From an optimization exercise on the open Yosys and OpenROAD flow, aimed at small area and a short achievable clock period; shortcuts taken in it are not production practice.
RTL that was checked went through simulation tests only; none was proved equivalent to the original.
The RTL of runs 1 and 4 was laid out without a check of its function.
Power is estimated from default activity; no workload was simulated.

==> flow/design.v <==
`timescale 1ns / 10ps
`timescale 1ns / 10ps
module alu (
  input  [15:0] a,       
  input  [15:0] b,       
  input  [15:0] pc,      
  input  [3:0]  op,
  input  [3:0]  imm,
  output [15:0] out,
  output [15:0] aux,
  output [15:0] x2,      
  output [15:0] x3,
  output        cin,
  output        zero     
);
  wire [15:0] sext = {{12{imm[3]}}, imm};
  wire [15:0] addr = a + sext;
  assign zero = (a == b);
  wire [15:0] ms, mc, m2, m3;
  mul_csa M (.a(a), .b(b), .v0(ms), .v1(mc), .v2(m2), .v3(m3));
  wire sel_a   = (op == 4'b0000) | (op == 4'b0001) | (op == 4'b0110);
  wire sel_and = (op == 4'b0010);
  wire sel_xor = (op == 4'b0011);
  wire sel_mul = (op == 4'b0111) | (op == 4'b0100) | (op == 4'b0101);
  wire sel_adr = (op == 4'b1000) | (op == 4'b1001);
  wire sel_pc  = (op == 4'b1101);
  wire sub     = (op == 4'b0001) | (op == 4'b0110);
  assign out = ({16{sel_a}}   & a)
             | ({16{sel_and}} & (a & b))
             | ({16{sel_xor}} & (a ^ b))
             | ({16{sel_mul}} & ms)
             | ({16{sel_adr}} & addr)
             | ({16{sel_pc}}  & pc);
  assign aux = sel_mul ? mc : ({16{sel_a | sel_adr}} & (b ^ {16{sub}}));
  assign x2 = {16{sel_mul}} & m2;
  assign x3 = {16{sel_mul}} & m3;
  assign cin = sub;
endmodule
module mul_csa (
  input  [15:0] a,
  input  [15:0] b,
  output [15:0] v0,
  output [15:0] v1,
  output [15:0] v2,
  output [15:0] v3
);
  wire [15:0] pp0 = a[15:0] & {16{b[0]}};
  wire [14:0] pp1 = a[14:0] & {15{b[1]}};
  wire [13:0] pp2 = a[13:0] & {14{b[2]}};
  wire [12:0] pp3 = a[12:0] & {13{b[3]}};
  wire [11:0] pp4 = a[11:0] & {12{b[4]}};
  wire [10:0] pp5 = a[10:0] & {11{b[5]}};
  wire [9:0] pp6 = a[9:0] & {10{b[6]}};
  wire [8:0] pp7 = a[8:0] & {9{b[7]}};
  wire [7:0] pp8 = a[7:0] & {8{b[8]}};
  wire [6:0] pp9 = a[6:0] & {7{b[9]}};
  wire [5:0] pp10 = a[5:0] & {6{b[10]}};
  wire [4:0] pp11 = a[4:0] & {5{b[11]}};
  wire [3:0] pp12 = a[3:0] & {4{b[12]}};
  wire [2:0] pp13 = a[2:0] & {3{b[13]}};
  wire [1:0] pp14 = a[1:0] & {2{b[14]}};
  wire [0:0] pp15 = a[0:0] & {1{b[15]}};
  wire s0 = pp0[13] ^ pp1[12];
  wire c0 = pp0[13] & pp1[12];
  wire s1 = pp0[14] ^ pp1[13] ^ pp2[12];
  wire c1 = (pp0[14] & pp1[13]) | (pp0[14] & pp2[12]) | (pp1[13] & pp2[12]);
  wire s2 = pp3[11] ^ pp4[10];
  wire c2 = pp3[11] & pp4[10];
  wire s3 = pp0[15] ^ pp1[14] ^ pp2[13];
  wire c3 = (pp0[15] & pp1[14]) | (pp0[15] & pp2[13]) | (pp1[14] & pp2[13]);
  wire s4 = pp3[12] ^ pp4[11] ^ pp5[10];
  wire c4 = (pp3[12] & pp4[11]) | (pp3[12] & pp5[10]) | (pp4[11] & pp5[10]);
  wire s5 = pp6[9] ^ pp7[8];
  wire c5 = pp6[9] & pp7[8];
  wire s6 = pp0[9] ^ pp1[8];
  wire c6 = pp0[9] & pp1[8];
  wire s7 = pp0[10] ^ pp1[9] ^ pp2[8];
  wire c7 = (pp0[10] & pp1[9]) | (pp0[10] & pp2[8]) | (pp1[9] & pp2[8]);
  wire s8 = pp3[7] ^ pp4[6];
  wire c8 = pp3[7] & pp4[6];
  wire s9 = pp0[11] ^ pp1[10] ^ pp2[9];
  wire c9 = (pp0[11] & pp1[10]) | (pp0[11] & pp2[9]) | (pp1[10] & pp2[9]);
  wire s10 = pp3[8] ^ pp4[7] ^ pp5[6];
  wire c10 = (pp3[8] & pp4[7]) | (pp3[8] & pp5[6]) | (pp4[7] & pp5[6]);
  wire s11 = pp6[5] ^ pp7[4];
  wire c11 = pp6[5] & pp7[4];
  wire s12 = pp0[12] ^ pp1[11] ^ pp2[10];
  wire c12 = (pp0[12] & pp1[11]) | (pp0[12] & pp2[10]) | (pp1[11] & pp2[10]);
  wire s13 = pp3[9] ^ pp4[8] ^ pp5[7];
  wire c13 = (pp3[9] & pp4[8]) | (pp3[9] & pp5[7]) | (pp4[8] & pp5[7]);
  wire s14 = pp6[6] ^ pp7[5] ^ pp8[4];
  wire c14 = (pp6[6] & pp7[5]) | (pp6[6] & pp8[4]) | (pp7[5] & pp8[4]);
  wire s15 = pp9[3] ^ pp10[2];
  wire c15 = pp9[3] & pp10[2];
  wire s16 = pp2[11] ^ pp3[10] ^ pp4[9];
  wire c16 = (pp2[11] & pp3[10]) | (pp2[11] & pp4[9]) | (pp3[10] & pp4[9]);
  wire s17 = pp5[8] ^ pp6[7] ^ pp7[6];
  wire c17 = (pp5[8] & pp6[7]) | (pp5[8] & pp7[6]) | (pp6[7] & pp7[6]);
  wire s18 = pp8[5] ^ pp9[4] ^ pp10[3];
  wire c18 = (pp8[5] & pp9[4]) | (pp8[5] & pp10[3]) | (pp9[4] & pp10[3]);
  wire s19 = pp11[2] ^ pp12[1] ^ pp13[0];
  wire c19 = (pp11[2] & pp12[1]) | (pp11[2] & pp13[0]) | (pp12[1] & pp13[0]);
  wire s20 = pp5[9] ^ pp6[8] ^ pp7[7];
  wire c20 = (pp5[9] & pp6[8]) | (pp5[9] & pp7[7]) | (pp6[8] & pp7[7]);
  wire s21 = pp8[6] ^ pp9[5] ^ pp10[4];
  wire c21 = (pp8[6] & pp9[5]) | (pp8[6] & pp10[4]) | (pp9[5] & pp10[4]);
  wire s22 = pp11[3] ^ pp12[2] ^ pp13[1];
  wire c22 = (pp11[3] & pp12[2]) | (pp11[3] & pp13[1]) | (pp12[2] & pp13[1]);
  wire s23 = pp14[0] ^ c0 ^ s1;
  wire c23 = (pp14[0] & c0) | (pp14[0] & s1) | (c0 & s1);
  wire s24 = pp8[7] ^ pp9[6] ^ pp10[5];
  wire c24 = (pp8[7] & pp9[6]) | (pp8[7] & pp10[5]) | (pp9[6] & pp10[5]);
  wire s25 = pp11[4] ^ pp12[3] ^ pp13[2];
  wire c25 = (pp11[4] & pp12[3]) | (pp11[4] & pp13[2]) | (pp12[3] & pp13[2]);
  wire s26 = pp14[1] ^ pp15[0] ^ c1;
  wire c26 = (pp14[1] & pp15[0]) | (pp14[1] & c1) | (pp15[0] & c1);
  wire s27 = c2 ^ s3 ^ s4;
  wire c27 = (c2 & s3) | (c2 & s4) | (s3 & s4);
  wire s28 = pp0[6] ^ pp1[5];
  wire c28 = pp0[6] & pp1[5];
  wire s29 = pp0[7] ^ pp1[6] ^ pp2[5];
  wire c29 = (pp0[7] & pp1[6]) | (pp0[7] & pp2[5]) | (pp1[6] & pp2[5]);
  wire s30 = pp3[4] ^ pp4[3];
  wire c30 = pp3[4] & pp4[3];
  wire s31 = pp0[8] ^ pp1[7] ^ pp2[6];
  wire c31 = (pp0[8] & pp1[7]) | (pp0[8] & pp2[6]) | (pp1[7] & pp2[6]);
  wire s32 = pp3[5] ^ pp4[4] ^ pp5[3];
  wire c32 = (pp3[5] & pp4[4]) | (pp3[5] & pp5[3]) | (pp4[4] & pp5[3]);
  wire s33 = pp6[2] ^ pp7[1];
  wire c33 = pp6[2] & pp7[1];
  wire s34 = pp2[7] ^ pp3[6] ^ pp4[5];
  wire c34 = (pp2[7] & pp3[6]) | (pp2[7] & pp4[5]) | (pp3[6] & pp4[5]);
  wire s35 = pp5[4] ^ pp6[3] ^ pp7[2];
  wire c35 = (pp5[4] & pp6[3]) | (pp5[4] & pp7[2]) | (pp6[3] & pp7[2]);
  wire s36 = pp8[1] ^ pp9[0] ^ s6;
  wire c36 = (pp8[1] & pp9[0]) | (pp8[1] & s6) | (pp9[0] & s6);
  wire s37 = pp5[5] ^ pp6[4] ^ pp7[3];
  wire c37 = (pp5[5] & pp6[4]) | (pp5[5] & pp7[3]) | (pp6[4] & pp7[3]);
  wire s38 = pp8[2] ^ pp9[1] ^ pp10[0];
  wire c38 = (pp8[2] & pp9[1]) | (pp8[2] & pp10[0]) | (pp9[1] & pp10[0]);
  wire s39 = c6 ^ s7 ^ s8;
  wire c39 = (c6 & s7) | (c6 & s8) | (s7 & s8);
  wire s40 = pp8[3] ^ pp9[2] ^ pp10[1];
  wire c40 = (pp8[3] & pp9[2]) | (pp8[3] & pp10[1]) | (pp9[2] & pp10[1]);
  wire s41 = pp11[0] ^ c7 ^ c8;
  wire c41 = (pp11[0] & c7) | (pp11[0] & c8) | (c7 & c8);
  wire s42 = s9 ^ s10 ^ s11;
  wire c42 = (s9 & s10) | (s9 & s11) | (s10 & s11);
  wire s43 = pp11[1] ^ pp12[0] ^ c9;
  wire c43 = (pp11[1] & pp12[0]) | (pp11[1] & c9) | (pp12[0] & c9);
  wire s44 = c10 ^ c11 ^ s12;
  wire c44 = (c10 & c11) | (c10 & s12) | (c11 & s12);
  wire s45 = s13 ^ s14 ^ s15;
  wire c45 = (s13 & s14) | (s13 & s15) | (s14 & s15);
  wire s46 = s0 ^ c12 ^ c13;
  wire c46 = (s0 & c12) | (s0 & c13) | (c12 & c13);
  wire s47 = c14 ^ c15 ^ s16;
  wire c47 = (c14 & c15) | (c14 & s16) | (c15 & s16);
  wire s48 = s17 ^ s18 ^ s19;
  wire c48 = (s17 & s18) | (s17 & s19) | (s18 & s19);
  wire s49 = s2 ^ c16 ^ c17;
  wire c49 = (s2 & c16) | (s2 & c17) | (c16 & c17);
  wire s50 = c18 ^ c19 ^ s20;
  wire c50 = (c18 & c19) | (c18 & s20) | (c19 & s20);
  wire s51 = s21 ^ s22 ^ s23;
  wire c51 = (s21 & s22) | (s21 & s23) | (s22 & s23);
  wire s52 = s5 ^ c20 ^ c21;
  wire c52 = (s5 & c20) | (s5 & c21) | (c20 & c21);
  wire s53 = c22 ^ c23 ^ s24;
  wire c53 = (c22 & c23) | (c22 & s24) | (c23 & s24);
  wire s54 = s25 ^ s26 ^ s27;
  wire c54 = (s25 & s26) | (s25 & s27) | (s26 & s27);
  wire s55 = pp0[4] ^ pp1[3];
  wire c55 = pp0[4] & pp1[3];
  wire s56 = pp0[5] ^ pp1[4] ^ pp2[3];
  wire c56 = (pp0[5] & pp1[4]) | (pp0[5] & pp2[3]) | (pp1[4] & pp2[3]);
  wire s57 = pp3[2] ^ pp4[1];
  wire c57 = pp3[2] & pp4[1];
  wire s58 = pp2[4] ^ pp3[3] ^ pp4[2];
  wire c58 = (pp2[4] & pp3[3]) | (pp2[4] & pp4[2]) | (pp3[3] & pp4[2]);
  wire s59 = pp5[1] ^ pp6[0] ^ s28;
  wire c59 = (pp5[1] & pp6[0]) | (pp5[1] & s28) | (pp6[0] & s28);
  wire s60 = pp5[2] ^ pp6[1] ^ pp7[0];
  wire c60 = (pp5[2] & pp6[1]) | (pp5[2] & pp7[0]) | (pp6[1] & pp7[0]);
  wire s61 = c28 ^ s29 ^ s30;
  wire c61 = (c28 & s29) | (c28 & s30) | (s29 & s30);
  wire s62 = pp8[0] ^ c29 ^ c30;
  wire c62 = (pp8[0] & c29) | (pp8[0] & c30) | (c29 & c30);
  wire s63 = s31 ^ s32 ^ s33;
  wire c63 = (s31 & s32) | (s31 & s33) | (s32 & s33);
  wire s64 = c31 ^ c32 ^ c33;
  wire c64 = (c31 & c32) | (c31 & c33) | (c32 & c33);
  wire s65 = s34 ^ s35 ^ s36;
  wire c65 = (s34 & s35) | (s34 & s36) | (s35 & s36);
  wire s66 = c34 ^ c35 ^ c36;
  wire c66 = (c34 & c35) | (c34 & c36) | (c35 & c36);
  wire s67 = s37 ^ s38 ^ s39;
  wire c67 = (s37 & s38) | (s37 & s39) | (s38 & s39);
  wire s68 = c37 ^ c38 ^ c39;
  wire c68 = (c37 & c38) | (c37 & c39) | (c38 & c39);
  wire s69 = s40 ^ s41 ^ s42;
  wire c69 = (s40 & s41) | (s40 & s42) | (s41 & s42);
  wire s70 = c40 ^ c41 ^ c42;
  wire c70 = (c40 & c41) | (c40 & c42) | (c41 & c42);
  wire s71 = s43 ^ s44 ^ s45;
  wire c71 = (s43 & s44) | (s43 & s45) | (s44 & s45);
  wire s72 = c43 ^ c44 ^ c45;
  wire c72 = (c43 & c44) | (c43 & c45) | (c44 & c45);
  wire s73 = s46 ^ s47 ^ s48;
  wire c73 = (s46 & s47) | (s46 & s48) | (s47 & s48);
  wire s74 = c46 ^ c47 ^ c48;
  wire c74 = (c46 & c47) | (c46 & c48) | (c47 & c48);
  wire s75 = s49 ^ s50 ^ s51;
  wire c75 = (s49 & s50) | (s49 & s51) | (s50 & s51);
  wire s76 = c49 ^ c50 ^ c51;
  wire c76 = (c49 & c50) | (c49 & c51) | (c50 & c51);
  wire s77 = s52 ^ s53 ^ s54;
  wire c77 = (s52 & s53) | (s52 & s54) | (s53 & s54);
  assign v0 = {c74, c72, c70, c68, c66, c64, c62, c60, c58, c56, pp5[0], pp2[2], pp0[3], pp0[2], pp0[1], pp0[0]};
  assign v1 = {c75, c73, c71, c69, c67, c65, c63, c61, c59, c57, c55, pp3[1], pp1[2], pp1[1], pp1[0], 1'b0};
  assign v2 = {s76, s74, s72, s70, s68, s66, s64, s62, s60, s58, s56, pp4[0], pp2[1], pp2[0], 1'b0, 1'b0};
  assign v3 = {s77, s75, s73, s71, s69, s67, s65, s63, s61, s59, s57, s55, pp3[0], 1'b0, 1'b0, 1'b0};
endmodule
module mem_add (
  input  [15:0] v0,
  input  [15:0] v1,
  input  [15:0] v2,
  input  [15:0] v3,
  input         cin,
  output [15:0] sum,
  output        hi
);
  wire ms0 = v0[3] ^ v1[3];
  wire mc0 = v0[3] & v1[3];
  wire ms1 = v0[4] ^ v1[4] ^ v2[4];
  wire mc1 = (v0[4] & v1[4]) | (v0[4] & v2[4]) | (v1[4] & v2[4]);
  wire ms2 = v0[5] ^ v1[5] ^ v2[5];
  wire mc2 = (v0[5] & v1[5]) | (v0[5] & v2[5]) | (v1[5] & v2[5]);
  wire ms3 = v0[6] ^ v1[6] ^ v2[6];
  wire mc3 = (v0[6] & v1[6]) | (v0[6] & v2[6]) | (v1[6] & v2[6]);
  wire ms4 = v0[7] ^ v1[7] ^ v2[7];
  wire mc4 = (v0[7] & v1[7]) | (v0[7] & v2[7]) | (v1[7] & v2[7]);
  wire ms5 = v0[8] ^ v1[8] ^ v2[8];
  wire mc5 = (v0[8] & v1[8]) | (v0[8] & v2[8]) | (v1[8] & v2[8]);
  wire ms6 = v0[9] ^ v1[9] ^ v2[9];
  wire mc6 = (v0[9] & v1[9]) | (v0[9] & v2[9]) | (v1[9] & v2[9]);
  wire ms7 = v0[10] ^ v1[10] ^ v2[10];
  wire mc7 = (v0[10] & v1[10]) | (v0[10] & v2[10]) | (v1[10] & v2[10]);
  wire ms8 = v0[11] ^ v1[11] ^ v2[11];
  wire mc8 = (v0[11] & v1[11]) | (v0[11] & v2[11]) | (v1[11] & v2[11]);
  wire ms9 = v0[12] ^ v1[12] ^ v2[12];
  wire mc9 = (v0[12] & v1[12]) | (v0[12] & v2[12]) | (v1[12] & v2[12]);
  wire ms10 = v0[13] ^ v1[13] ^ v2[13];
  wire mc10 = (v0[13] & v1[13]) | (v0[13] & v2[13]) | (v1[13] & v2[13]);
  wire ms11 = v0[14] ^ v1[14] ^ v2[14];
  wire mc11 = (v0[14] & v1[14]) | (v0[14] & v2[14]) | (v1[14] & v2[14]);
  wire ms12 = v0[15] ^ v1[15] ^ v2[15];
  wire mc12 = (v0[15] & v1[15]) | (v0[15] & v2[15]) | (v1[15] & v2[15]);
  wire ms13 = v0[2] ^ v1[2];
  wire mc13 = v0[2] & v1[2];
  wire ms14 = v2[3] ^ v3[3] ^ ms0;
  wire mc14 = (v2[3] & v3[3]) | (v2[3] & ms0) | (v3[3] & ms0);
  wire ms15 = v3[4] ^ mc0 ^ ms1;
  wire mc15 = (v3[4] & mc0) | (v3[4] & ms1) | (mc0 & ms1);
  wire ms16 = v3[5] ^ mc1 ^ ms2;
  wire mc16 = (v3[5] & mc1) | (v3[5] & ms2) | (mc1 & ms2);
  wire ms17 = v3[6] ^ mc2 ^ ms3;
  wire mc17 = (v3[6] & mc2) | (v3[6] & ms3) | (mc2 & ms3);
  wire ms18 = v3[7] ^ mc3 ^ ms4;
  wire mc18 = (v3[7] & mc3) | (v3[7] & ms4) | (mc3 & ms4);
  wire ms19 = v3[8] ^ mc4 ^ ms5;
  wire mc19 = (v3[8] & mc4) | (v3[8] & ms5) | (mc4 & ms5);
  wire ms20 = v3[9] ^ mc5 ^ ms6;
  wire mc20 = (v3[9] & mc5) | (v3[9] & ms6) | (mc5 & ms6);
  wire ms21 = v3[10] ^ mc6 ^ ms7;
  wire mc21 = (v3[10] & mc6) | (v3[10] & ms7) | (mc6 & ms7);
  wire ms22 = v3[11] ^ mc7 ^ ms8;
  wire mc22 = (v3[11] & mc7) | (v3[11] & ms8) | (mc7 & ms8);
  wire ms23 = v3[12] ^ mc8 ^ ms9;
  wire mc23 = (v3[12] & mc8) | (v3[12] & ms9) | (mc8 & ms9);
  wire ms24 = v3[13] ^ mc9 ^ ms10;
  wire mc24 = (v3[13] & mc9) | (v3[13] & ms10) | (mc9 & ms10);
  wire ms25 = v3[14] ^ mc10 ^ ms11;
  wire mc25 = (v3[14] & mc10) | (v3[14] & ms11) | (mc10 & ms11);
  wire ms26 = v3[15] ^ mc11 ^ ms12;
  wire mc26 = (v3[15] & mc11) | (v3[15] & ms12) | (mc11 & ms12);
  wire [16:0] t = {1'b0, {mc25, mc24, mc23, mc22, mc21, mc20, mc19, mc18, mc17, mc16, mc15, mc14, mc13, v2[2], v0[1], v1[0]}} + {1'b0, {ms26, ms25, ms24, ms23, ms22, ms21, ms20, ms19, ms18, ms17, ms16, ms15, ms14, ms13, v1[1], v0[0]}} + {16'd0, cin};
  assign sum = t[15:0];
  assign hi = t[16] ^ mc12 ^ mc26;
endmodule
`timescale 1ns / 10ps
module regfile (
  input              clk,
  input              rst,
  input              wen,
  input  [3:0]       raddr1,
  input  [3:0]       raddr2,
  input  [3:0]       waddr,
  input  [15:0]      wdata,
  output [15:0]      rdata1,
  output [15:0]      rdata2
);
  reg [15:0] regdata [0:15];
  wire [15:0] wd = rst ? 16'd0 : wdata;
  genvar i;
  generate
    for (i = 0; i < 16; i = i + 1) begin : r
      wire we = rst | (wen & (waddr == i));
      always @(posedge clk)
        if (we) regdata[i] <= (i == 1) ? (wd | {13'd0, rst, 1'b0, rst}) : wd;
    end
  endgenerate
  assign rdata1 = regdata[raddr1];
  assign rdata2 = regdata[raddr2];
endmodule
`timescale 1ns / 1ps
`timescale 1ns / 10ps
module pipelined_regfile_2stage(clk, rst, imem_addr, imem_data, dmem_addr, dmem_wdata, dmem_we, dmem_re, dmem_rdata, wb_en, wb_addr, wb_data);
input clk;
input rst;
output [15:0] imem_addr;
input  [15:0] imem_data;
output [15:0] dmem_addr;
output [15:0] dmem_wdata;
output dmem_we;
output dmem_re;
input  [15:0] dmem_rdata;
output wb_en;
output [3:0] wb_addr;
output [15:0] wb_data;
reg  [15:0] pc;
wire [15:0] inst = imem_data;
wire [3:0]  op = inst[15:12];
wire        regdst = (op == 4'b1001) | (op == 4'b1010);
wire        jump = (op == 4'b1011) | (op == 4'b1101);
wire        jr = (op == 4'b1100);
wire        shl = (op == 4'b0100);
wire        shr = (op == 4'b0101);
wire [15:0] rdata1, rdata2;
wire [3:0]  raddr2 = regdst ? inst[11:8] : inst[3:0];
reg         wb_wen;
reg  [3:0]  wb_rd;
reg  [15:0] wb_val;
regfile RF0 (.clk(clk), .rst(rst), .wen(wb_wen), .raddr1(inst[7:4]), .raddr2(raddr2),
             .waddr(wb_rd), .wdata(wb_val), .rdata1(rdata1), .rdata2(rdata2));
function [15:0] rev16(input [15:0] x);
  integer k;
  for (k = 0; k < 16; k = k + 1) rev16[k] = x[15-k];
endfunction
wire [15:0] pow2 = inst[3] ? 16'd0 : (16'd1 << inst[2:0]);
reg         ex_v;
reg  [3:0]  ex_op, ex_imm, ex_rd;
reg  [15:0] ex_a, ex_b, ex_pc;
always @(posedge clk) begin
  ex_v   <= ~rst;
  ex_op  <= op;
  ex_imm <= inst[3:0];
  ex_rd  <= (op == 4'b1101) ? 4'd15 : inst[11:8];
  ex_a   <= shr ? rev16(rdata1) : rdata1;
  ex_b   <= (shl | shr) ? pow2 : rdata2;
  ex_pc  <= pc;
end
wire [15:0] ex_out, ex_aux, ex_x2, ex_x3;
wire        ex_cin, zero;
alu ALU0 (.a(ex_a), .b(ex_b), .pc(ex_pc), .op(ex_op), .imm(ex_imm),
          .out(ex_out), .aux(ex_aux), .x2(ex_x2), .x3(ex_x3), .cin(ex_cin), .zero(zero));
wire taken = ex_v & (ex_op == 4'b1010) & zero;
wire [15:0] btarget = ex_pc + {{12{ex_imm[3]}}, ex_imm};
wire [15:0] pc_next = jr ? rdata1 :
                      jump ? {pc[15:12], inst[11:0]} :
                      taken ? btarget : pc + 16'd1;
always @(posedge clk)
  pc <= rst ? 16'd0 : pc_next;
assign imem_addr = pc;
reg         mem_wen, mem_re, mem_we;
reg         mem_cin, mem_com, mem_eq, mem_rev;
reg  [3:0]  mem_rd;
reg  [15:0] mem_res, mem_aux, mem_x2, mem_x3;
always @(posedge clk) begin
  mem_wen <= ~rst & ex_v & ((ex_op <= 4'b1000) | (ex_op == 4'b1101));
  mem_re  <= ~rst & ex_v & (ex_op == 4'b1000);
  mem_we  <= ~rst & ex_v & (ex_op == 4'b1001);
  mem_cin <= ex_cin;
  mem_com <= (ex_op == 4'b0110);
  mem_eq  <= zero;
  mem_rev <= (ex_op == 4'b0101);
  mem_rd  <= ex_rd;
  mem_res <= ex_out;
  mem_aux <= ex_aux;
  mem_x2  <= ex_x2;
  mem_x3  <= ex_x3;
end
assign dmem_addr  = mem_res;
assign dmem_wdata = mem_aux;
assign dmem_we    = mem_we;
assign dmem_re    = mem_re;
wire [15:0] sum;
wire        sum_hi;
mem_add ADD0 (.v0(mem_res), .v1(mem_aux), .v2(mem_x2), .v3(mem_x3), .cin(mem_cin),
              .sum(sum), .hi(sum_hi));
wire        le = ~sum_hi | mem_eq;
wire [15:0] mem_val = mem_re  ? dmem_rdata :
                      mem_com ? {15'd0, le} :
                      mem_rev ? rev16(sum[15:0]) : sum[15:0];
always @(posedge clk) begin
  wb_wen <= ~rst & mem_wen;
  wb_rd  <= mem_rd;
  wb_val <= mem_val;
end
assign wb_en   = wb_wen;
assign wb_addr = wb_rd;
assign wb_data = wb_val;
endmodule
==> flow/run.sh <==
#!/bin/bash
# synth_recipe.tcl (not shown) runs the flow's synth.tcl, then flattens the netlist and writes it again
# the make line also repeats each setting of config.mk as NAME=value (left out here)
make -C /OpenROAD-flow-scripts/flow DESIGN_CONFIG=/design/flow/config.mk WORK_HOME=/design/flow/orfs CLKGATE_MAP_FILE= SYNTH_SCRIPT=/design/flow/synth_recipe.tcl finish
==> flow/config.mk <==
export PLATFORM = sky130hd
export DESIGN_NAME = pipelined_regfile_2stage
export DESIGN_NICKNAME = pipelined_regfile_2stage
export VERILOG_FILES = /design/flow/design.v
export SDC_FILE = /design/flow/constraint.sdc
export NUM_CORES = 4
export LEC_CHECK = 0
export CAP_MARGIN = 20
export CORE_MARGIN = 2
export CORE_UTILIZATION = 40
export CTS_CLUSTER_DIAMETER = 60
export CTS_CLUSTER_SIZE = 20
export SETUP_SLACK_MARGIN = 3.6
export SLEW_MARGIN = 20
==> flow/constraint.sdc <==
create_clock -name core_clock -period 7.0 [get_ports {clk}]
set_input_delay 1.4000 -clock core_clock [delete_from_list [all_inputs] [get_ports {clk}]]
set_output_delay 1.4000 -clock core_clock [all_outputs]
set_load 0.01 [all_outputs]
==> out/qor.yml, run 1 <==
outcome:
  outcome: "complete, no violations"
clock_network:
  clockBufferDepth: 3
  root_buffer: "clkbuf_16"
  cts_buffers: 38
  clock_sinks: 424
  cts_tree: "yes"
  hold_buffers: 0
  clkLatencyLatePin_ps: 590
  cts.clk_slew.worst_paths_ps: 80
  htreeDepth: 2
setup_path:
  critPathBufInv: 2
  reg2regPathDepth: 11
  r2r_end: "wb_val[0]"
  cp_slowest_cell: "o31ai_4"
  cp.arrival_ps: 3890
  endpoint_kind: "flop"
  reg2reg_setup_slack_ps: 3630
  r2r-start: "mem_res[4]"
  critPathLaunchType: "input pin"
  crit_fanout: 12
  worst-setup-path-type: "input pin to flop"
  cp.required_ps: 7520
  cpPeakStageDelay_ps: 650
  worstPathCellList: "dlygate4sd2_1 > nand2_1 > o31ai_4 > buf_8 > a22oi_1 > nand4_1 > o32ai_1 > o21ai_1"
  critical-path-top-delay-family: "compound AO/OA/AOI/OAI gates"
timing:
  rsz0062_at_grt: "yes"
  finalHoldViolCount: 0
  max_freq_ghz: 0.297
  setup_viol: 0
  tightestPinTransition_ps: 1170
  min_period_ps: 3370
  setup_tns_ps: 0
  setup_ws_ps: 3630
  max_slew_margin_pct: 21.8
  holdWs_ps: 329
  finalCritPeriodShare_pct: 48.2
  slew_viol_final: 0
  skew_ps: 25.2
logic_synthesis:
  ys_top_cells_by_area: "edfxtp_1 32%, dfxtp_1 14%, fa_1 7.0%, a22oi_1 4.4%, ha_1 3.9%"
  synth.most_common_cell: "edfxtp_1"
  synth-async-reset-ratio_pct: 0
  netlist_instances: 2265
  syn_avg_cell_area_um2: 10.5
  yosys.area_share.simple_pct: 14.5
  synth_compound_area_share_pct: 18.0
  yosys.cell_types.count: 82
  yosysTopAreaCell: "edfxtp_1"
  yosys_warnings: 3
  synth-xor-area-share_pct: 3.08
  syn-cell-area_mm2: 0.0239
  synth_ff_type: "edfxtp_1"
  synth_mux_area_share_pct: 2.45
  yosysTopAreaCellShare_pct: 32.2
  yosysSeqAreaShare_pct: 46.3
  syn-num-nets: 2458
  ys_seq_elements: 424
  ys_top_cells_by_count: "256 x edfxtp_1, 176 x nand2_1, 168 x dfxtp_1"
  synth_top_family_by_area: "compound AO/OA/AOI/OAI gates"
  synth_fa_ha_area_share_pct: 11.0
  synth-edff-count: 256
grt:
  grt_usage_pct: 30.3
  grt_pass1_vias: 19745
  grt_antenna_before_repair: 2
  grt_pass1_wl_um: 135000
  gr-total-overflow: 0
  grt_max_degree: 41
pwr:
  p_switching_mw: 3.15
  p_int_mw: 5.46
  clockPowerShare_pct: 26.3
  combinationalPowerShare_pct: 31.5
  power_leakage_nw: 10.5
  ir_drop_mv: 0.352
  p_per_area_mw_per_mm2: 305
  swShare_pct: 36.6
  power_frac_seq_pct: 42.3
placement:
  dp_worst_setup_slack_ps: 2120
  hpwl_um: 64200
  port_buffers: 104
  gp_congestion: 0.961
  placed_cell_area_mm2: 0.0260
drt:
  first_pass_iters: 7
  wl_per_cell_um: 29.6
  wirelength_um: 94500
  drtIter0Drc: 2254
  drc: 0
  drtAntennaViolNets: 0
  vias: 20085
  vias_per_cell: 6.30
layout:
  fill_cells: 5388
  design_area_mm2: 0.0282
  fin_util_pct: 47.8
  layout-drive-gt1-share_pct: 14.3
  nNetsFinal: 2580
  areaGrowthSynthToFinish_pct: 18.2
floorplanning:
  start_util_pct: 40.4
  die_w_um: 248
  core_area_mm2: 0.0590
  dieArea_mm2: 0.0617
  io_pins: 105
  die_y_um: 248
  rows: 89
worst_hold_path:
  hold_end: "mem_rd[3]"
  min_delay_path_depth: 0
  hold_path.class: "flop to flop"
  holdCritStartpoint: "ex_rd[3]"
job:
  drv_cap: 0
-- stage by stage --
stage	cells	power (mW)
after floorplan	2265	4.96
after global placement	3070	6.06
after detailed placement	3076	6.08
after CTS	3174	8.44
after global routing	3187	8.99
final	3189	8.61
-- placed cells by master (no fill, tap or decap), drive strengths merged, types with 27 or more instances in the layout --
cell,instances
edfxtp,256
nand2,176
dfxtp,168
inv,160
a22oi,141
nor2,118
buf,115
o21ai,101
and2,97
a21oi,94
clkdlybuf4s50,93
fa,84
ha,75
xnor2,62
nand3,55
clkbuf,42
nor2b,39
mux2i,37
nand4,36
nand2b,27
and3,27
-- final cells by class --
class	count	area, um2	share of cell area, %
Multi-Input combinational cell	1564	12300	43.5
Sequential cell	424	11100	39.3
Timing Repair Buffer	215	2000	7.08
Clock buffer	42	1010	3.59
Tap cell	773	967	3.43
Inverter	144	546	1.93
Clock inverter	25	307	1.09
Antenna cell	2	5.00	0.0177
-- per-layer routing --
metal  up-vias  part of all wire [%]  global-route usage, %
met2      1243                    47                   49.2
met3       330                   8.9                   6.28
li1       8624                     -                      -
met5         -                     0                      0
met1      9888                    38                   37.9
met4         0                   6.1                   16.4
-- logic make-up after synthesis --
family,Yosys count
buffers and inverters,277
AOI/OAI and AO/OA,596
muxes,56
and+or+nand+nor,670
xor gates and xnor gates,83
DFF,424
adders and majority gates,159
-- how the worst max path moves through the flow --
stage	to	slack (ps)	from	cells after the start
floorplan	wb_val[13]	3650	mem_res[7]	12
global placement	ex_b[7]	2160	imem_data[12]	8
detailed placement	ex_b[5]	2120	imem_data[15]	8
CTS	pc[6]	3560	ex_a[3]	7
global route	wb_val[0]	3530	mem_res[4]	13
finish	ex_b[6]	3630	imem_data[1]	8
-- power by group through the flow --
stage | combinational (mW) | clock [mW] | sequential [mW]
6_report | 2.71 | 2.26 | 3.64
5_1_grt | 2.94 | 2.38 | 3.67
4_1_cts | 2.53 | 2.29 | 3.62
3_5_place_dp | 2.41 | 0 | 3.67
3_3_place_gp | 2.37 | 0 | 3.68
2_1_floorplan | 1.51 | 0 | 3.44
-- flip-flops by register name, indices dropped and copies added, names as in the netlist, 13 cells and up --
register,cells
ex_a,16
mem_res,16
ex_pc,16
mem_aux,16
mem_x3,13
mem_x2,14
wb_val,16
pc,16
ex_b,16
RF0.regdata,256
-- worst register-to-register path, stage by stage (launching register included) --
cell	delay, ps
dfxtp_2	370
inv_1	70
fa_1	530
fa_1	530
inv_1	60
ha_4	300
o2111ai_1	160
nand4b_1	250
nand4_1	170
or4b_4	570
nand3_2	120
a32oi_2	110
-- timing repair --
item	CTS	global route
hold endpoints to repair	0	0
buffers inserted	31	12
pin swaps	18	22
resized for setup	85	57
endpoints found under the setup margin	62	45
==> inputs of run 2 (changes only) <==
--- a/flow/design.v
+++ b/flow/design.v
@@ -293,8 +293,8 @@
   input              clk,
   input              rst,
   input              wen,
-  input  [3:0]       raddr1,
-  input  [3:0]       raddr2,
+  input  [15:0]      rsel1,     
+  input  [15:0]      rsel2,
   input  [3:0]       waddr,
   input  [15:0]      wdata,
   output [15:0]      rdata1,
@@ -310,8 +310,18 @@
         if (we) regdata[i] <= (i == 1) ? (wd | {13'd0, rst, 1'b0, rst}) : wd;
     end
   endgenerate
-  assign rdata1 = regdata[raddr1];
-  assign rdata2 = regdata[raddr2];
+  reg [15:0] rd1, rd2;
+  integer k;
+  always @(*) begin
+    rd1 = 16'd0;
+    rd2 = 16'd0;
+    for (k = 0; k < 16; k = k + 1) begin
+      rd1 = rd1 | ({16{rsel1[k]}} & regdata[k]);
+      rd2 = rd2 | ({16{rsel2[k]}} & regdata[k]);
+    end
+  end
+  assign rdata1 = rd1;
+  assign rdata2 = rd2;
 endmodule
 `timescale 1ns / 1ps
 `timescale 1ns / 10ps
@@ -337,11 +347,14 @@
 wire        shl = (op == 4'b0100);
 wire        shr = (op == 4'b0101);
 wire [15:0] rdata1, rdata2;
-wire [3:0]  raddr2 = regdst ? inst[11:8] : inst[3:0];
+wire [15:0] sel_rs = 16'd1 << inst[7:4];
+wire [15:0] sel_rd = 16'd1 << inst[11:8];
+wire [15:0] sel_rt = 16'd1 << inst[3:0];
+wire [15:0] sel2 = regdst ? sel_rd : sel_rt;
 reg         wb_wen;
 reg  [3:0]  wb_rd;
 reg  [15:0] wb_val;
-regfile RF0 (.clk(clk), .rst(rst), .wen(wb_wen), .raddr1(inst[7:4]), .raddr2(raddr2),
+regfile RF0 (.clk(clk), .rst(rst), .wen(wb_wen), .rsel1(sel_rs), .rsel2(sel2),
              .waddr(wb_rd), .wdata(wb_val), .rdata1(rdata1), .rdata2(rdata2));
 function [15:0] rev16(input [15:0] x);
   integer k;
==> flow/flow/run.sh (new file) <==
#!/bin/bash
# The standard layout, with plain buffers (not delay cells) on the ports.
set -euo pipefail
export BUFFER_PORTS_ARGS="-buffer_cell sky130_fd_sc_hd__buf_2"
bash standard.sh > standard.log 2>&1
==> flow/standard.sh (new file) <==
#!/bin/bash
# synth_recipe.tcl (not shown) runs the flow's synth.tcl, then flattens the netlist and writes it again
# the make line also repeats each setting of config.mk as NAME=value (left out here)
make -C /OpenROAD-flow-scripts/flow DESIGN_CONFIG=/design/flow/config.mk WORK_HOME=/design/flow/orfs CLKGATE_MAP_FILE= SYNTH_SCRIPT=/design/flow/synth_recipe.tcl "${@:-finish}"
--- a/flow/config.mk
+++ b/flow/config.mk
@@ -10,5 +10,5 @@
 export CORE_UTILIZATION = 40
 export CTS_CLUSTER_DIAMETER = 60
 export CTS_CLUSTER_SIZE = 20
-export SETUP_SLACK_MARGIN = 3.6
+export SETUP_SLACK_MARGIN = 3.9
 export SLEW_MARGIN = 20
removed: flow/run.sh
==> out/qor.yml, run 2 <==
floorplanning:
  io_pins: 105  # unchanged
  die_y_um: 242  # was 248 um
  core_area_mm2: 0.0563  # was 0.0590 mm2
  rows: 87  # was 89
  dieArea_mm2: 0.0587  # was 0.0617 mm2
  start_util_pct: 40.4  # about the same
  die_w_um: 242  # was 248 um
layout:
  layout-drive-gt1-share_pct: 24.0  # was 14.3%
  mostFrequentLayoutCell: "edfxtp_1"  # unchanged
  nNetsFinal: 2388  # was 2,580
  largest_reg_flops: 256  # unchanged
  regMostFlops: "RF0.regdata"  # unchanged
  fill_cells: 4914  # was 5,388
  areaGrowthSynthToFinish_pct: 21.6  # was 18.2%
  final_cell_mix: "256 x edfxtp_1, 133 x dfxtp_1, 119 x buf_4"  # was 256 x edfxtp_1, 176 x nand2_1, 140 x dfxtp_1
pwr:
  power_frac_seq_pct: 43.5  # was 42.3%
  swShare_pct: 36.9  # was 36.6%
  power_leakage_nw: 10.7  # was 10.5 nW
  combinationalPowerShare_pct: 29.7  # was 31.5%
  ir_drop_mv: 0.221  # was 0.352 mV
  clockPowerShare_pct: 26.8  # was 26.3%
  p_int_mw: 5.38  # was 5.46 mW
  p_per_area_mw_per_mm2: 309  # was 305 mW/mm2
  p_switching_mw: 3.15  # about the same
drt:
  wl_met2_um: 40900  # was 44,000 um
  wl_met1_um: 32900  # was 36,200 um
  maxUsedRoutingLayer: "met4"  # unchanged
  drtAntennaViolNets: 0  # unchanged
  drc: 0  # unchanged
  wl_per_cell_um: 29.5  # was 29.6 um
  drtIter0Drc: 2656  # was 2,254
  vias: 18735  # was 20,085
  vias_per_cell: 6.28  # was 6.30
  wl_met3_um: 8280  # was 8430 um
  first_pass_iters: 10  # was 7
  wirelength_um: 88100  # was 94,500 um
logic_synthesis:
  yosysTopAreaCell: "edfxtp_1"  # unchanged
  ys_seq_elements: 424  # unchanged
  synth-edff-count: 256  # unchanged
  synth-async-reset-ratio_pct: 0  # unchanged
  syn-cell-area_mm2: 0.0227  # was 0.0239 mm2
  synth.most_common_cell: "edfxtp_1"  # unchanged
  netlist_instances: 1976  # was 2,265
  ys_top_cells_by_area: "edfxtp_1 34%, dfxtp_1 15%, fa_1 7.4%, a22oi_1 4.3%, ha_1 4.1%"  # was edfxtp_1 32%, dfxtp_1 14%, fa_1 7.0%, a22oi_1 4.4%, ha_1 3.9%
  syn-num-nets: 2169  # was 2,458
  yosysSeqAreaShare_pct: 48.6  # was 46.3%
  yosys.cell_types.count: 77  # was 82
  yosysTopAreaCellShare_pct: 33.8  # was 32.2%
  yosys_warnings: 3  # unchanged
  ys_top_cells_by_count: "256 x edfxtp_1, 168 x dfxtp_1, 131 x a22oi_1"  # was 256 x edfxtp_1, 176 x nand2_1, 168 x dfxtp_1
  synth_ff_type: "edfxtp_1"  # unchanged
  syn_avg_cell_area_um2: 11.5  # was 10.5 um2
timing:
  rsz0062_at_grt: "yes"  # unchanged
  max_slew_margin_pct: 24.1  # was 21.8%
  setup_ws_ps: 3390  # was 3630 ps
  slew_viol_final: 0  # unchanged
  holdWs_ps: 327  # was 329 ps
  finalCritPeriodShare_pct: 51.6  # was 48.2%
  setup_viol: 0  # unchanged
  max_freq_ghz: 0.277  # was 0.297 GHz
  tightestPinTransition_ps: 1130  # was 1170 ps
  finalHoldViolCount: 0  # unchanged
  setup_tns_ps: 0  # unchanged
  min_period_ps: 3610  # was 3370 ps
  skew_ps: 28.3  # was 25.2 ps
clock_network:
  clockBufferDepth: 3  # unchanged
  htreeDepth: 2  # unchanged
  clock_sinks: 424  # unchanged
  cts.clk_slew.worst_paths_ps: 80  # about the same
  cts_tree: "yes"  # unchanged
  cts_buffers: 39  # was 38
  clkLatencyLatePin_ps: 600  # was 590 ps
  root_buffer: "clkbuf_16"  # unchanged
placement:
  dp_worst_setup_slack_ps: 2620  # was 2120 ps
  port_buffers: 104  # unchanged
  gp_congestion: 0.952  # was 0.961
  hpwl_um: 56800  # was 64,200 um
grt:
  gr-total-overflow: 0  # unchanged
  grt_antenna_before_repair: 2  # unchanged
  grt_usage_pct: 28.6  # was 30.3%
  grt_pass1_vias: 17980  # was 19,745
  grt_pass1_wl_um: 123000  # was 135,000 um
  grt_max_degree: 39  # was 41
worst_hold_path:
  min_delay_path_depth: 0  # unchanged
  hold_path.class: "flop to flop"  # unchanged
  holdCritStartpoint: "mem_rd[3]"  # was ex_rd[3]
setup_path:
  r2r_end: "wb_val[0]"  # unchanged
  r2r-start: "mem_res[4]"  # unchanged
  cp.arrival_ps: 4090  # was 3890 ps
  reg2regPathDepth: 15  # was 11
  reg2reg_setup_slack_ps: 3390  # was 3630 ps
  cp.required_ps: 7480  # was 7520 ps
  critPathLaunchType: "flop"  # was input pin
  critPathCapture: "wb_val[0]"  # was ex_b[6]
  worst-setup-path-type: "flop to flop"  # was input pin to flop
  timing.critical_path.from: "mem_res[4]"  # was imem_data[1]
  endpoint_kind: "flop"  # unchanged
  crit_fanout: 4  # was 12
outcome:
  outcome: "complete, no violations"  # unchanged
job:
  drv_cap: 0  # unchanged
-- run 2: cell count changes in the layout (fill, tap and decap cells not counted), moves of 21 or more --
cell	delta
buf_2	+97
clkdlybuf4s50_1	-93
nand2_1	-65
inv_1	-53
a22o_1	+44
a21oi_1	-42
o21ai_0	-36
a221oi_1	+32
buf_4	+28
buf_6	+23
nor2_1	-23
a22oi_1	-21
-- run 2: worst max-delay path, stage by stage, from the launching register on --
cell      delay [ps]
dfxtp_2          350
fa_1             540
inv_1             50
fa_1             500
inv_2             50
ha_4             220
o21a_1           100
o31a_1           140
o31ai_4          230
o211ai_1         130
buf_4            160
a311oi_2         240
buf_4            170
a21oi_2           80
xnor2_2          190
a221oi_2         360
-- run 2: power by group through the flow --
| stage | Sequential, mW | Clock [mW] | Combinational [mW] |
|---|---|---|---|
| final | 3.71 | 2.29 | 2.53 |
| after global routing | 3.74 | 2.41 | 2.72 |
| after floorplan | 3.46 | 0 | 1.45 |
| after detailed placement | 3.75 | 0 | 2.16 |
| after CTS | 3.71 | 2.31 | 2.33 |
| after global placement | 3.76 | 0 | 2.13 |
-- run 2: area by class of cell --
| cell class | count | area (um2) | area share, % |
|---|---|---|---|
| sequential | 424 | 11100 | 40.2 |
| timing repair buffer | 287 | 2410 | 8.72 |
| inverter | 86 | 323 | 1.17 |
| clock buffer | 41 | 983 | 3.56 |
| multi-input combinational | 1357 | 11500 | 41.6 |
| antenna | 1 | 2.50 | 0.00906 |
| tap | 756 | 946 | 3.42 |
| clock inverter | 30 | 363 | 1.31 |
-- run 2: per-stage QoR --
stage	utilization [%]	instances	total power [mW]	cell area (um2)
2_1_floorplan	-	1976	4.91	22900
5_1_grt	49.1	2982	8.88	27600
6_report	49.1	2982	8.53	27600
4_1_cts	47.7	2934	8.35	26800
3_3_place_gp	43.0	2772	5.89	24200
3_5_place_dp	43.1	2773	5.90	24200
-- run 2: how the worst min path moves through the flow --
stage	end
floorplan	mem_rd[0]
global placement	wb_rd[3]
detailed placement	wb_rd[0]
CTS	wb_rd[0]
global route	mem_rd[2]
finish	wb_rd[3]
-- run 2: cell families (layout without fill, tap and decap cells) --
group	after synthesis	in the layout	synth area share [%]
buffers and inverters	196	444	3.86
adders and majority gates	159	159	11.5
DFF	424	424	48.6
xor gates and xnor gates	90	90	3.50
other	0	1	0
muxes	40	41	1.97
and+or+nand+nor	552	552	13.8
AOI/OAI and AO/OA	515	515	16.8
-- run 2: layer usage --
metal | track usage (%) | vias up
met5 | 0.980 | -
met3 | 6.11 | 391
met4 | 17.1 | 0
met2 | 46.4 | 1266
li1 | - | 7898
met1 | 35.0 | 9180
-- run 2: what timing repair did --
| item | CTS | global route |
|---|---|---|
| setup buffers | 89 | 42 |
| gates cloned | 1 | 4 |
| setup endpoints to repair | 73 | 59 |
| hold buffers | 0 | 0 |
| resized for setup | 110 | 96 |
| pin swaps | 45 | 47 |
==> inputs of run 3 (changes only) <==
==> flow/run.sh (new file) <==
#!/bin/bash
# synth_recipe.tcl (not shown) runs the flow's synth.tcl, then flattens the netlist and writes it again
# the make line also repeats each setting of config.mk as NAME=value (left out here)
make -C /OpenROAD-flow-scripts/flow DESIGN_CONFIG=/design/flow/config.mk WORK_HOME=/design/flow/orfs CLKGATE_MAP_FILE= SYNTH_SCRIPT=/design/flow/synth_recipe.tcl finish
--- a/flow/config.mk
+++ b/flow/config.mk
@@ -10,5 +10,5 @@
 export CORE_UTILIZATION = 40
 export CTS_CLUSTER_DIAMETER = 60
 export CTS_CLUSTER_SIZE = 20
-export SETUP_SLACK_MARGIN = 3.9
+export SETUP_SLACK_MARGIN = 3.6
 export SLEW_MARGIN = 20
removed: flow/flow/run.sh
removed: flow/standard.sh
==> out/qor.yml, run 3 <==
outcome:
  outcome: "complete, no violations"  # unchanged
drt:
  drtIter0Drc: 2475  # was 2,656
  vias_per_cell: 6.26  # was 6.28
  first_pass_iters: 6  # was 10
  wirelength_um: 85000  # was 88,100 um
  wl_per_cell_um: 29.2  # was 29.5 um
  vias: 18251  # was 18,735
  drc: 0  # unchanged
  drtAntennaViolNets: 0  # unchanged
layout:
  multi_input_area_mm2: 0.0113  # was 0.0115 mm2
  largest_reg_flops: 256  # unchanged
  areaGrowthSynthToFinish_pct: 18.8  # was 21.6%
  design_area_mm2: 0.0270  # was 0.0276 mm2
  mostFrequentLayoutCell: "edfxtp_1"  # unchanged
  fill_cells: 5017  # was 4,914
  seq_area_mm2: 0.0111  # about the same
  nNetsFinal: 2321  # was 2,388
  regMostFlops: "RF0.regdata"  # unchanged
  final_cell_mix: "256 x edfxtp_1, 137 x dfxtp_1, 128 x a22oi_1"  # was 256 x edfxtp_1, 133 x dfxtp_1, 119 x buf_4
  layout-drive-gt1-share_pct: 14.9  # was 24.0%
setup_path:
  cp_slowest_cell: "fa_1"  # unchanged
  critPathLaunchType: "flop"  # unchanged
  worstPathCellList: "fa_1 > inv_2 > fa_1 > inv_2 > ha_4 > o21a_1 > o31a_1 > o31ai_4 > o211ai_1 > buf_4 > buf_4 > a31oi_4 > xnor2_2 > mux2i_1 > o31ai_2"  # was fa_1 > inv_1 > fa_1 > inv_2 > ha_4 > o21a_1 > o31a_1 > o31ai_4 > o211ai_1 > buf_4 > a311oi_2 > buf_4 > a21oi_2 > xnor2_2 > a221oi_2
  cp.arrival_ps: 3970  # was 4090 ps
  worst-setup-path-type: "flop to flop"  # unchanged
  crit_fanout: 3  # was 4
  endpoint_kind: "flop"  # unchanged
  cpPeakStageDelay_ps: 560  # was 540 ps
  cp.required_ps: 7470  # was 7480 ps
worst_hold_path:
  hold_path.class: "flop to flop"  # unchanged
logic_synthesis:
  syn-cell-area_mm2: 0.0227  # unchanged
  yosysTopAreaCellShare_pct: 33.8  # unchanged
  synth.most_common_cell: "edfxtp_1"  # unchanged
  netlist_instances: 1976  # unchanged
  yosys.cell_types.count: 77  # unchanged
  syn-num-nets: 2169  # unchanged
  yosysTopAreaCell: "edfxtp_1"  # unchanged
  yosysSeqAreaShare_pct: 48.6  # unchanged
  ys_seq_elements: 424  # unchanged
  synth-edff-count: 256  # unchanged
  ys_top_cells_by_area: "edfxtp_1 34%, dfxtp_1 15%, fa_1 7.4%, a22oi_1 4.3%, ha_1 4.1%"  # unchanged
  synth-async-reset-ratio_pct: 0  # unchanged
  ys_top_cells_by_count: "256 x edfxtp_1, 168 x dfxtp_1, 131 x a22oi_1"  # unchanged
  synth_ff_type: "edfxtp_1"  # unchanged
  syn_avg_cell_area_um2: 11.5  # unchanged
  yosys_warnings: 3  # unchanged
placement:
  gp_congestion: 0.978  # was 0.952
  hpwl_um: 57100  # was 56,800 um
  port_buffers: 104  # unchanged
  placed_cell_area_mm2: 0.0247  # was 0.0242 mm2
timing:
  setup_viol: 0  # unchanged
  skew_ps: 19.5  # was 28.3 ps
  finalHoldViolCount: 0  # unchanged
  tightestPinTransition_ps: 1120  # was 1130 ps
  rsz0062_at_grt: "yes"  # unchanged
  min_period_ps: 3490  # was 3610 ps
  max_slew_margin_pct: 25.1  # was 24.1%
  holdWs_ps: 327  # about the same
  slew_viol_final: 0  # unchanged
  finalCritPeriodShare_pct: 49.9  # was 51.6%
  setup_tns_ps: 0  # unchanged
  max_freq_ghz: 0.286  # was 0.277 GHz
clock_network:
  cts_tree: "yes"  # unchanged
  root_buffer: "clkbuf_16"  # unchanged
  htreeDepth: 2  # unchanged
  cts_buffers: 38  # was 39
  hold_buffers: 0  # unchanged
  clkLatencyLatePin_ps: 580  # was 600 ps
  clockBufferDepth: 3  # unchanged
  cts.clk_slew.worst_paths_ps: 80  # about the same
  clock_sinks: 424  # unchanged
grt:
  grt_antenna_before_repair: 1  # was 2
  grt_usage_pct: 28.4  # was 28.6%
  grt_pass1_wl_um: 123000  # about the same
  grt_pass1_vias: 18226  # was 17,980
  grt_max_degree: 40  # was 39
  gr-total-overflow: 0  # unchanged
pwr:
  p_int_mw: 5.35  # was 5.38 mW
  p_switching_mw: 3.00  # was 3.15 mW
  combinationalPowerShare_pct: 29.2  # was 29.7%
  power_leakage_nw: 10.1  # was 10.7 nW
  clockPowerShare_pct: 26.2  # was 26.8%
  p_per_area_mw_per_mm2: 309  # about the same
  power_frac_seq_pct: 44.7  # was 43.5%
  swShare_pct: 35.9  # was 36.9%
  ir_drop_mv: 0.186  # was 0.221 mV
floorplanning:
  dieArea_mm2: 0.0587  # unchanged
  die_y_um: 242  # unchanged
  core_area_mm2: 0.0563  # unchanged
  rows: 87  # unchanged
  die_w_um: 242  # unchanged
  io_pins: 105  # unchanged
  start_util_pct: 40.4  # unchanged
job:
  drv_cap: 0  # unchanged
## run 3: cell counts after synthesis
No cell type changed its count.
## run 3: worst max-delay path: cells and delay by family (launching register included)
kind,cells,cell delay [ps]
flops,1,330
compound gates,6,940
xor+xnor,1,290
fa+ha+maj,3,1330
buf+inv,4,350
mux,1,150
## run 3: cells by family (layout without fill, tap and decap cells)
| logic type | Yosys count | in the layout | share of synthesized area, % |
|---|---|---|---|
| adders and majority gates | 159 | 159 | 11.5 |
| xor gates and xnor gates | 90 | 90 | 3.50 |
| AOI/OAI and AO/OA | 515 | 515 | 16.8 |
| muxes | 40 | 40 | 1.97 |
| buffers and inverters | 196 | 378 | 3.86 |
| other | 0 | 1 | 0 |
| DFF | 424 | 424 | 48.6 |
| and+or+nand+nor | 552 | 552 | 13.8 |
## run 3: final timing paths
path	from	to	slack, ps	depth (start not counted)
setup / recovery	mem_x2[4]	wb_val[3]	3510	15
hold / removal	ex_rd[2]	mem_rd[2]	330	0
hold reg to reg	ex_rd[2]	mem_rd[2]	330	0
setup reg to reg	mem_x2[4]	wb_val[3]	3510	15
## run 3: power by group through the flow
stage	clock [mW]	sequential, mW	combinational, mW
floorplan	0	3.45	1.44
global placement	0	3.77	2.19
detailed placement	0	3.76	2.23
CTS	2.21	3.72	2.34
global route	2.31	3.77	2.64
finish	2.18	3.73	2.43
## run 3: area by class of cell
cell class | count | share of cell area, %
antenna | 1 | 0.00927
inverter | 86 | 1.20
sequential | 424 | 41.1
tap | 756 | 3.50
clock buffer | 48 | 3.90
multi-input combinational | 1356 | 41.8
timing repair buffer | 222 | 7.59
clock inverter | 22 | 0.890
## run 3: per-stage QoR
stage          instances  power (mW)  setup WS (ps)  util, %
3_3_place_gp        2780        5.97           2210     43.9
6_report            2915        8.35           3510     48.0
2_1_floorplan       1976        4.90           3420        -
5_1_grt             2914        8.72           3350     48.0
4_1_cts             2892        8.27           3520     47.3
3_5_place_dp        2781        5.99           2190     43.9
## run 3: timing repair
action	4_1_cts	5_1_grt
gates resized for setup	98	51
pin swaps	19	24
setup buffers	40	21
endpoints found under the setup margin	69	37
gates cloned	1	1
## run 3: layer usage
| metal | share of wire (%) | up-vias | GRT usage, % |
|---|---|---|---|
| met2 | 46 | 1265 | 45.6 |
| met4 | 6.9 | 0 | 17.2 |
| met5 | 0 | - | 0 |
| met3 | 9.5 | 357 | 5.51 |
| met1 | 37 | 8860 | 35.4 |
| li1 | - | 7769 | - |
==> inputs of run 4 (changes only) <==
--- a/flow/design.v
+++ b/flow/design.v
@@ -16,18 +16,27 @@
   wire [15:0] sext = {{12{imm[3]}}, imm};
   wire [15:0] addr = a + sext;
   assign zero = (a == b);
+  wire        le = (a <= b);
+  wire [15:0] shl = imm[3] ? 16'd0 : a << imm[2:0];
+  wire [15:0] shr = imm[3] ? 16'd0 : a >> imm[2:0];
   wire [15:0] ms, mc, m2, m3;
   mul_csa M (.a(a), .b(b), .v0(ms), .v1(mc), .v2(m2), .v3(m3));
-  wire sel_a   = (op == 4'b0000) | (op == 4'b0001) | (op == 4'b0110);
+  wire sel_a   = (op == 4'b0000) | (op == 4'b0001);
   wire sel_and = (op == 4'b0010);
   wire sel_xor = (op == 4'b0011);
-  wire sel_mul = (op == 4'b0111) | (op == 4'b0100) | (op == 4'b0101);
+  wire sel_shl = (op == 4'b0100);
+  wire sel_shr = (op == 4'b0101);
+  wire sel_com = (op == 4'b0110);
+  wire sel_mul = (op == 4'b0111);
   wire sel_adr = (op == 4'b1000) | (op == 4'b1001);
   wire sel_pc  = (op == 4'b1101);
-  wire sub     = (op == 4'b0001) | (op == 4'b0110);
+  wire sub     = (op == 4'b0001);
   assign out = ({16{sel_a}}   & a)
              | ({16{sel_and}} & (a & b))
              | ({16{sel_xor}} & (a ^ b))
+             | ({16{sel_shl}} & shl)
+             | ({16{sel_shr}} & shr)
+             | {15'd0, sel_com & le}
              | ({16{sel_mul}} & ms)
              | ({16{sel_adr}} & addr)
              | ({16{sel_pc}}  & pc);
@@ -227,8 +236,7 @@
   input  [15:0] v2,
   input  [15:0] v3,
   input         cin,
-  output [15:0] sum,
-  output        hi
+  output [15:0] sum
 );
   wire ms0 = v0[3] ^ v1[3];
   wire mc0 = v0[3] & v1[3];
@@ -284,9 +292,7 @@
   wire mc25 = (v3[14] & mc10) | (v3[14] & ms11) | (mc10 & ms11);
   wire ms26 = v3[15] ^ mc11 ^ ms12;
   wire mc26 = (v3[15] & mc11) | (v3[15] & ms12) | (mc11 & ms12);
-  wire [16:0] t = {1'b0, {mc25, mc24, mc23, mc22, mc21, mc20, mc19, mc18, mc17, mc16, mc15, mc14, mc13, v2[2], v0[1], v1[0]}} + {1'b0, {ms26, ms25, ms24, ms23, ms22, ms21, ms20, ms19, ms18, ms17, ms16, ms15, ms14, ms13, v1[1], v0[0]}} + {16'd0, cin};
-  assign sum = t[15:0];
-  assign hi = t[16] ^ mc12 ^ mc26;
+  assign sum = {mc25, mc24, mc23, mc22, mc21, mc20, mc19, mc18, mc17, mc16, mc15, mc14, mc13, v2[2], v0[1], v1[0]} + {ms26, ms25, ms24, ms23, ms22, ms21, ms20, ms19, ms18, ms17, ms16, ms15, ms14, ms13, v1[1], v0[0]} + {15'd0, cin};
 endmodule
 `timescale 1ns / 10ps
 module regfile (
@@ -301,13 +307,15 @@
   output [15:0]      rdata2
 );
   reg [15:0] regdata [0:15];
-  wire [15:0] wd = rst ? 16'd0 : wdata;
+  reg rst_q;
+  always @(posedge clk) rst_q <= rst;
+  wire [15:0] wd = rst_q ? 16'd0 : wdata;
   genvar i;
   generate
     for (i = 0; i < 16; i = i + 1) begin : r
-      wire we = rst | (wen & (waddr == i));
+      wire we = rst_q | (wen & (waddr == i));
       always @(posedge clk)
-        if (we) regdata[i] <= (i == 1) ? (wd | {13'd0, rst, 1'b0, rst}) : wd;
+        if (we) regdata[i] <= (i == 1) ? (wd | {13'd0, rst_q, 1'b0, rst_q}) : wd;
     end
   endgenerate
   reg [15:0] rd1, rd2;
@@ -344,8 +352,6 @@
 wire        regdst = (op == 4'b1001) | (op == 4'b1010);
 wire        jump = (op == 4'b1011) | (op == 4'b1101);
 wire        jr = (op == 4'b1100);
-wire        shl = (op == 4'b0100);
-wire        shr = (op == 4'b0101);
 wire [15:0] rdata1, rdata2;
 wire [15:0] sel_rs = 16'd1 << inst[7:4];
 wire [15:0] sel_rd = 16'd1 << inst[11:8];
@@ -356,11 +362,6 @@
 reg  [15:0] wb_val;
 regfile RF0 (.clk(clk), .rst(rst), .wen(wb_wen), .rsel1(sel_rs), .rsel2(sel2),
              .waddr(wb_rd), .wdata(wb_val), .rdata1(rdata1), .rdata2(rdata2));
-function [15:0] rev16(input [15:0] x);
-  integer k;
-  for (k = 0; k < 16; k = k + 1) rev16[k] = x[15-k];
-endfunction
-wire [15:0] pow2 = inst[3] ? 16'd0 : (16'd1 << inst[2:0]);
 reg         ex_v;
 reg  [3:0]  ex_op, ex_imm, ex_rd;
 reg  [15:0] ex_a, ex_b, ex_pc;
@@ -369,8 +370,8 @@
   ex_op  <= op;
   ex_imm <= inst[3:0];
   ex_rd  <= (op == 4'b1101) ? 4'd15 : inst[11:8];
-  ex_a   <= shr ? rev16(rdata1) : rdata1;
-  ex_b   <= (shl | shr) ? pow2 : rdata2;
+  ex_a   <= rdata1;
+  ex_b   <= rdata2;
   ex_pc  <= pc;
 end
 wire [15:0] ex_out, ex_aux, ex_x2, ex_x3;
@@ -386,7 +387,7 @@
   pc <= rst ? 16'd0 : pc_next;
 assign imem_addr = pc;
 reg         mem_wen, mem_re, mem_we;
-reg         mem_cin, mem_com, mem_eq, mem_rev;
+reg         mem_cin;
 reg  [3:0]  mem_rd;
 reg  [15:0] mem_res, mem_aux, mem_x2, mem_x3;
 always @(posedge clk) begin
@@ -394,9 +395,6 @@
   mem_re  <= ~rst & ex_v & (ex_op == 4'b1000);
   mem_we  <= ~rst & ex_v & (ex_op == 4'b1001);
   mem_cin <= ex_cin;
-  mem_com <= (ex_op == 4'b0110);
-  mem_eq  <= zero;
-  mem_rev <= (ex_op == 4'b0101);
   mem_rd  <= ex_rd;
   mem_res <= ex_out;
   mem_aux <= ex_aux;
@@ -408,13 +406,9 @@
 assign dmem_we    = mem_we;
 assign dmem_re    = mem_re;
 wire [15:0] sum;
-wire        sum_hi;
 mem_add ADD0 (.v0(mem_res), .v1(mem_aux), .v2(mem_x2), .v3(mem_x3), .cin(mem_cin),
-              .sum(sum), .hi(sum_hi));
-wire        le = ~sum_hi | mem_eq;
-wire [15:0] mem_val = mem_re  ? dmem_rdata :
-                      mem_com ? {15'd0, le} :
-                      mem_rev ? rev16(sum[15:0]) : sum[15:0];
+              .sum(sum));
+wire [15:0] mem_val = mem_re ? dmem_rdata : sum;
 always @(posedge clk) begin
   wb_wen <= ~rst & mem_wen;
   wb_rd  <= mem_rd;
--- a/flow/config.mk
+++ b/flow/config.mk
@@ -10,5 +10,6 @@
 export CORE_UTILIZATION = 40
 export CTS_CLUSTER_DIAMETER = 60
 export CTS_CLUSTER_SIZE = 20
-export SETUP_SLACK_MARGIN = 3.6
+export SETUP_SLACK_MARGIN = 3.8
 export SLEW_MARGIN = 20
+export SYNTH_HIERARCHICAL = 1
==> out/qor.yml, run 4 <==
outcome:
  outcome: "complete, no violations"  # unchanged
setup_path:
  worstPathCellList: "inv_1 > fa_1 > fa_1 > inv_2 > ha_4 > a21o_4 > a221oi_4 > buf_6 > o21ai_2 > a31o_1 > a21oi_2 > xnor2_2 > mux2_2"  # was fa_1 > inv_2 > fa_1 > inv_2 > ha_4 > o21a_1 > o31a_1 > o31ai_4 > o211ai_1 > buf_4 > buf_4 > a31oi_4 > xnor2_2 > mux2i_1 > o31ai_2
  r2r-start: "mem_x2[4]"  # unchanged
  endpoint_kind: "flop"  # unchanged
  crit_fanout: 3  # unchanged
  cp.required_ps: 7460  # was 7470 ps
  cp.arrival_ps: 3740  # was 3970 ps
  critical-path-top-delay-family: "adder cells"  # unchanged
  cp_common_cell: "fa_1"
  critPathLaunchType: "flop"  # unchanged
  cp_slowest_cell: "fa_1"  # unchanged
  worst-setup-path-type: "flop to flop"  # unchanged
  cpPeakStageDelay_ps: 520  # was 560 ps
  reg2reg_setup_slack_ps: 3720  # was 3510 ps
  r2r_end: "wb_val[14]"  # was wb_val[3]
  critPathBufInv: 3  # was 4
  reg2regPathDepth: 13  # was 15
pwr:
  combinationalPowerShare_pct: 29.7  # was 29.2%
  power_leakage_nw: 10.7  # was 10.1 nW
  swShare_pct: 34.7  # was 35.9%
  clockPowerShare_pct: 28.0  # was 26.2%
  total_power_mw: 8.17  # was 8.35 mW
  p_switching_mw: 2.84  # was 3.00 mW
  p_per_area_mw_per_mm2: 290  # was 309 mW/mm2
  ir_drop_mv: 0.178  # was 0.186 mV
  power_frac_seq_pct: 42.3  # was 44.7%
  p_int_mw: 5.34  # was 5.35 mW
worst_hold_path:
  min_delay_path_depth: 0  # unchanged
  hold_end: "wb_rd[3]"  # was mem_rd[2]
  hold_path.class: "flop to flop"  # unchanged
  holdCritStartpoint: "mem_rd[3]"  # was ex_rd[2]
drt:
  wirelength_um: 80500  # was 85,000 um
  wl_per_cell_um: 27.1  # was 29.2 um
  drc: 0  # unchanged
  drtAntennaViolNets: 0  # unchanged
  vias_per_cell: 6.12  # was 6.26
  vias: 18195  # was 18,251
  first_pass_iters: 8  # was 6
  drtIter0Drc: 1996  # was 2,475
clock_network:
  cts_buffers: 37  # was 38
  cts_tree: "yes"  # unchanged
  root_buffer: "clkbuf_16"  # unchanged
  clockBufferDepth: 3  # unchanged
  cts.clk_slew.worst_paths_ps: 80  # about the same
  hold_buffers: 0  # unchanged
  clock_sinks: 422  # was 424
  clkLatencyLatePin_ps: 580  # about the same
  htreeDepth: 2  # unchanged
floorplanning:
  rows: 89  # was 87
  core_area_mm2: 0.0592  # was 0.0563 mm2
  die_w_um: 249  # was 242 um
  dieArea_mm2: 0.0621  # was 0.0587 mm2
  die_y_um: 249  # was 242 um
  io_pins: 105  # unchanged
  start_util_pct: 40.6  # was 40.4%
timing:
  skew_ps: 20.9  # was 19.5 ps
  max_slew_margin_pct: 25.5  # was 25.1%
  holdWs_ps: 329  # was 327 ps
  setup_tns_ps: 0  # unchanged
  finalHoldViolCount: 0  # unchanged
  max_freq_ghz: 0.305  # was 0.286 GHz
  min_period_ps: 3280  # was 3490 ps
  tightestPinTransition_ps: 1120  # about the same
  setup_viol: 0  # unchanged
  finalCritPeriodShare_pct: 46.8  # was 49.9%
  rsz0062_at_grt: "yes"  # unchanged
  slew_viol_final: 0  # unchanged
logic_synthesis:
  syn_avg_cell_area_um2: 11.5  # about the same
  syn-num-nets: 2307  # was 2,169
  netlist_instances: 2100  # was 1,976
  yosys_warnings: 9  # was 3
  syn-cell-area_mm2: 0.0241  # was 0.0227 mm2
placement:
  hpwl_um: 57400  # was 57,100 um
  port_buffers: 104  # unchanged
  gp_congestion: 0.989  # was 0.978
layout:
  mostFrequentLayoutCell: "edfxtp_1"  # unchanged
  largest_reg_flops: 256  # unchanged
  nNetsFinal: 2376  # was 2,321
  layout-drive-gt1-share_pct: 17.5  # was 14.9%
  areaGrowthSynthToFinish_pct: 17.0  # was 18.8%
  regMostFlops: "RF0.regdata"  # unchanged
  final_cell_mix: "256 x edfxtp_1, 150 x a22o_1, 148 x inv_1"  # was 256 x edfxtp_1, 137 x dfxtp_1, 128 x a22oi_1
  fin_util_pct: 47.5  # was 48.0%
  fill_cells: 5316  # was 5,017
grt:
  grt_antenna_before_repair: 4  # was 1
  grt_max_degree: 59  # was 40
  grt_usage_pct: 25.4  # was 28.4%
  use_met3_pct: 4.04  # was 5.51%
  grt_pass1_vias: 18001  # was 18,226
  use_met1_pct: 34.4  # was 35.4%
  gr-total-overflow: 0  # unchanged
  grtUsageMet2_pct: 40.6  # was 45.6%
  busiest_layer: "met2"  # unchanged
  grt_pass1_wl_um: 119000  # was 123,000 um
job:
  drv_cap: 0  # unchanged
==> run 4: stage by stage <==
stage                     area (um2)  cells  setup slack [ps]
after CTS                      27700   2952              3660
after global placement         25500   2867              2320
after detailed placement       25500   2867              2380
after global routing           28100   2971              3610
after floorplan                24100   2100              3800
final                          28200   2972              3720
==> run 4: area by class of cell <==
| cell class | count | area (um2) | area share, % |
|---|---|---|---|
| antenna | 1 | 2.50 | 0.00889 |
| sequential | 422 | 11100 | 39.3 |
| clock inverter | 24 | 344 | 1.22 |
| tap | 773 | 967 | 3.44 |
| timing repair buffer | 201 | 1920 | 6.82 |
| inverter | 153 | 574 | 2.04 |
| clock buffer | 44 | 1000 | 3.57 |
| multi-input combinational | 1354 | 12300 | 43.6 |
==> run 4: worst max-delay path by stage <==
| stage | start | end | cells after the start |
|---|---|---|---|
| 2_1_floorplan | imem_data[12] | ex_b[10] | 11 |
| 3_3_place_gp | imem_data[13] | ex_b[2] | 9 |
| 3_5_place_dp | imem_data[13] | ex_b[0] | 9 |
| 4_1_cts | mem_aux[4] | wb_val[14] | 12 |
| 5_1_grt | mem_res[9] | wb_val[14] | 12 |
| 6_report | mem_x2[4] | wb_val[14] | 13 |
==> run 4: power by group through the flow <==
| stage | Clock [mW] | Sequential, mW | Combinational (mW) |
|---|---|---|---|
| 2_1_floorplan | 0 | 3.39 | 1.48 |
| 4_1_cts | 2.32 | 3.44 | 2.33 |
| 3_3_place_gp | 0 | 3.50 | 2.16 |
| 5_1_grt | 2.42 | 3.49 | 2.65 |
| 3_5_place_dp | 0 | 3.48 | 2.20 |
| 6_report | 2.29 | 3.46 | 2.43 |
==> run 4: repair_timing <==
item,in CTS,in global routing
pin swaps,23,32
gates cloned,1,0
endpoints found under the setup margin,68,48
gates resized for setup,143,84
buffers inserted,16,19
==> run 4: worst register-to-register path, stage by stage, from the launching register on <==
cell,delay (ps)
dfxtp_1,310
inv_1,50
fa_1,500
fa_1,520
inv_2,50
ha_4,220
a21o_4,230
a221oi_4,260
buf_6,160
o21ai_2,100
a31o_1,210
a21oi_2,180
xnor2_2,100
mux2_2,270
==> run 4: metal layers <==
metal	share of wire, %	wire [um]	vias up
li1	-	-	7981
met1	42	33700	9046
met2	46	37000	969
met3	8.0	6460	199
met4	4.0	3250	0
met5	0	0	-

Re-timed with assumed drivers on the ports (clkbuf_16 on the clock, buf_2 on other inputs), run 4 has 3.722 ns of setup slack against 3.722 ns with ideal ports, and 3.222 ns once port delays also move by the mid clock arrival of 0.626 ns.
